This is an optimization exercise on Yosys and OpenROAD, whose aim is small area, a short achievable clock period and few clock cycles per item, not a production implementation. Only simulation tests tie the RTL to the original design; equivalence was not proved.

== north ==
// divider
module divider(quotient, remainder, done, divisor, dividend, start, clk, rst);
Size in the first run: ~1500 cells after synthesis, roughly 110 flip-flops, about 0.0095 mm² of cells after synthesis.
==> flow/config.mk <==
export PLATFORM = sky130hd
export DESIGN_NAME = divider
export DESIGN_NICKNAME = divider
export VERILOG_FILES = /design/flow/design.v
export SDC_FILE = /design/flow/constraint.sdc
export NUM_CORES = 4
export LEC_CHECK = 0
export ABC_AREA = 1
export CAP_MARGIN = 20
export CORE_MARGIN = 2
export CORE_UTILIZATION = 40
export CTS_BUF_LIST = sky130_fd_sc_hd__clkbuf_8
export PLACE_DENSITY = 0.65
export SETUP_SLACK_MARGIN = 2.65
export SLEW_MARGIN = 20
export BUFFER_PORTS_ARGS = -buffer_cell sky130_fd_sc_hd__buf_1
==> flow/constraint.sdc <==
create_clock -name core_clock -period 5.0 [get_ports {clk}]
set_input_delay 1.0000 -clock core_clock [delete_from_list [all_inputs] [get_ports {clk}]]
set_output_delay 1.0000 -clock core_clock [all_outputs]
set_load 0.01 [all_outputs]
standard.sh (not shown) runs the stock make flow with config.mk's settings and CLKGATE_MAP_FILE= SYNTH_SCRIPT=/design/flow/synth_recipe.tcl, a recipe that flattens the netlist after the stock synthesis.
==> flow/flow/run.sh <==
#!/bin/bash
# Own layout flow: the standard synthesis unchanged, then the standard ORFS
# steps with a few extra ORFS settings (flow/extra.mk) appended to config.mk
# after synthesis, so that synthesis is exactly the standard flow's.
set -euo pipefail
here="$(pwd)"
bash standard.sh synth > "$here/log_synth.txt" 2>&1
cat flow/extra.mk >> config.mk
bash standard.sh > "$here/log_layout.txt" 2>&1
==> flow/flow/extra.mk <==
export BUFFER_PORTS_ARGS = -buffer_cell sky130_fd_sc_hd__buf_1
Looking at the reports, north completed the entire flow and the layout it produced met the timing, design-rule and antenna checks.
Testbench counts of north, summed over its fixed seeds: cycles 15,277, items 2,048.
## Diff of input files: south against north
- swapping 2.65 for 2.55 in SETUP_SLACK_MARGIN
- swapping 0.65 for 0.6 in PLACE_DENSITY
[summary]
Of south and north, the lower fill cell instance count of the final layout belongs to north.
south and north ended up with nearly the same area taken by flip-flops and latches.
Of the two values seen for destination of the critical timing path, remainder[12] was produced by south and remainder[2] by north.
Summary: with north as the reference, wire length reported by the detailed router in south moved down slightly.
Re post-synthesis instance area: no difference whatsoever between south and north.
Relative to south, the following input files were edited for east:
- swapping 2.55 for 2.65 in SETUP_SLACK_MARGIN
==> comparison <==
Re global-route congestion overflow total: no difference whatsoever between east and south. Per the comparison of east with south, first-pass iteration count of the detailed router now sits higher; worst reg-to-reg path cell count rose 4. In the flow results for south and east, the number of antenna violations at the first check in global routing is larger on south. east vs. south: clock skew has increased. Summary: with south as the reference, design area in east moved up by a few percent.
Input-level comparison between west and east:
- swapping 2.65 for 2.62 in SETUP_SLACK_MARGIN
[summary]
Status | east and west | clean. Looking at clock network area share, west sits below east. [diff] final-layout worst hold slack, west relative to east: improvement. [compare] base=east new=west: fraction of the cycle the final worst path needs +1.5 points; setup TNS closely matched the old numbers. east → west: basic-gate share of the synthesized area counting and, or, nand and nor cells barely changed; post-route minimum period has increased; wire length -about 0.6%; routed length per placed instance moved down.

* * *

Another version of the RTL of divider (not shown whole).
Size: roughly 1400 cells after synthesis, about 110 flip-flops, about 130 I/O pins, about 0.0092 mm² of cells after synthesis.
// divider
module divider(quotient, remainder, done, divisor, dividend, start, clk, rst);
    output reg [31:0] quotient, remainder;
    input [31:0] divisor, dividend;
    input start, clk, rst;
    output done;
    reg        busy, align;
    reg [4:0]  za_r;     
    reg [4:0]  sh;       
    reg [31:0] B;        
    function [4:0] lzc;
        input [31:0] x;
        reg [15:0] v0; reg [15:0] z0;
        reg [7:0]  v1; reg [15:0] z1;
        reg [3:0]  v2; reg [11:0] z2;
        reg [1:0]  v3; reg [7:0]  z3;
        integer i;
        begin
            for (i = 0; i < 16; i = i + 1) begin
                v0[i] = x[2*i+1] | x[2*i];
                z0[i] = ~x[2*i+1];
            end
            for (i = 0; i < 8; i = i + 1) begin
                v1[i] = v0[2*i+1] | v0[2*i];
                z1[2*i +: 2] = v0[2*i+1] ? {1'b0, z0[2*i+1]} : {1'b1, z0[2*i]};
            end
            for (i = 0; i < 4; i = i + 1) begin
                v2[i] = v1[2*i+1] | v1[2*i];
                z2[3*i +: 3] = v1[2*i+1] ? {1'b0, z1[4*i+2 +: 2]} : {1'b1, z1[4*i +: 2]};
            end
            for (i = 0; i < 2; i = i + 1) begin
                v3[i] = v2[2*i+1] | v2[2*i];
                z3[4*i +: 4] = v2[2*i+1] ? {1'b0, z2[6*i+3 +: 3]} : {1'b1, z2[6*i +: 3]};
            end
            lzc = v3[1] ? {1'b0, z3[7:4]} : {1'b1, z3[3:0]};
        end
    endfunction
    function [31:0] smear;
        input [31:0] x;
        integer i;
        begin
            smear = x;
            for (i = 1; i < 32; i = i * 2)
                smear = smear | (smear >> i);
        end
    endfunction
    wire quick = (|(divisor & ~smear(dividend))) | ~(|divisor);
    wire [4:0] s = sh - za_r;
    wire [31:0] B1 = s[0] ? {B[30:0], 1'b0} : B;
    wire [31:0] B2 = s[1] ? {B1[29:0], 2'b0} : B1;
    wire [31:0] B4 = s[2] ? {B2[27:0], 4'b0} : B2;
    wire [31:0] B8 = s[3] ? {B4[23:0], 8'b0} : B4;
    wire [31:0] Ba = s[4] ? {B8[15:0], 16'b0} : B8;
    wire [32:0] diff = {1'b0, remainder} - {1'b0, B};
    wire        qbit = ~diff[32];
    assign done = ~busy;
    always_ff @(posedge clk, negedge rst) begin
        if (~rst) begin
            busy <= 1'b0;
            align <= 1'b0;
        end else if (busy) begin
            align <= 1'b0;
            busy <= align | (sh != 5'd0);
        end else begin
            busy <= start & ~quick;
  ...
export LEC_CHECK = 0
export ABC_AREA = 1
export CAP_MARGIN = 20
export CORE_MARGIN = 2
export CORE_UTILIZATION = 40
export PLACE_DENSITY = 0.6
export SETUP_SLACK_MARGIN = 2.6
export SLEW_MARGIN = 20
export BUFFER_PORTS_ARGS = -buffer_cell sky130_fd_sc_hd__buf_1
create_clock -name core_clock -period 5.0 [get_ports {clk}]
Scripts as last shown in full above: flow/flow/run.sh, flow/flow/extra.mk
The first run completed without violations.
Testbench counts at the start, summed over its fixed seeds: cycles 15,180, items 2,048.
Then changed:
Settings changed: SETUP_SLACK_MARGIN 2.6 to 2.5.
Effect: The changed run finished clean. Sequential share of layout area climbs by 0.52 points. Worst setup slack loses 130 ps. Via count falls slightly. Synthesized cell count stays the same. Area after synthesis is unchanged. Count of clock-buffer cells in the layout is unchanged. Worst hold slack barely changes. Cell count falls slightly. Critical path depth increases by 2.

-- afterwards: timing with drivers on the ports --
The results above use ideal ports. As a check the final layouts listed here were re-extracted and re-timed, cells and wires unchanged.
Step 1, drivers: a clkbuf_16 drives clk and a buf_2 each remaining input, both assumed.
Step 2 also shifts input and output timing later by t, the mid clock arrival at the registers, as if the neighbouring blocks saw the same clock.
Slacks: ideal / step 1 / step 2; pairs: ideal / step 1.
run | t, ns | setup WS [ns] | worst setup path at the end | slew at the worst register clock pin (ns) | worst data-port slew with drivers (ns)
north | 0.513 | 2.664 / 2.664 / 2.273 | input to register | 0.10 / 0.10 | 0.07
south | 0.502 | 2.628 / 2.628 / 2.152 | input to register | 0.09 / 0.09 | 0.07
east | 0.508 | 2.741 / 2.725 / 2.322 | input to register | 0.10 / 0.10 | 0.07
west | 0.486 | 2.664 / 2.664 / 2.293 | input to register | 0.09 / 0.09 | 0.07
the first run of note 2 | 0.415 | 2.639 / 2.606 / 2.302 | input to register | 0.09 / 0.09 | 0.07
the second run of note 2 | 0.418 | 2.508 / 2.508 / 2.221 | input to register | 0.09 / 0.09 | 0.08
After both steps every run listed still meets setup and hold. For south, which loses most, drivers alone change the setup slack by 0.000 ns; drivers and shift together by -0.476 ns.
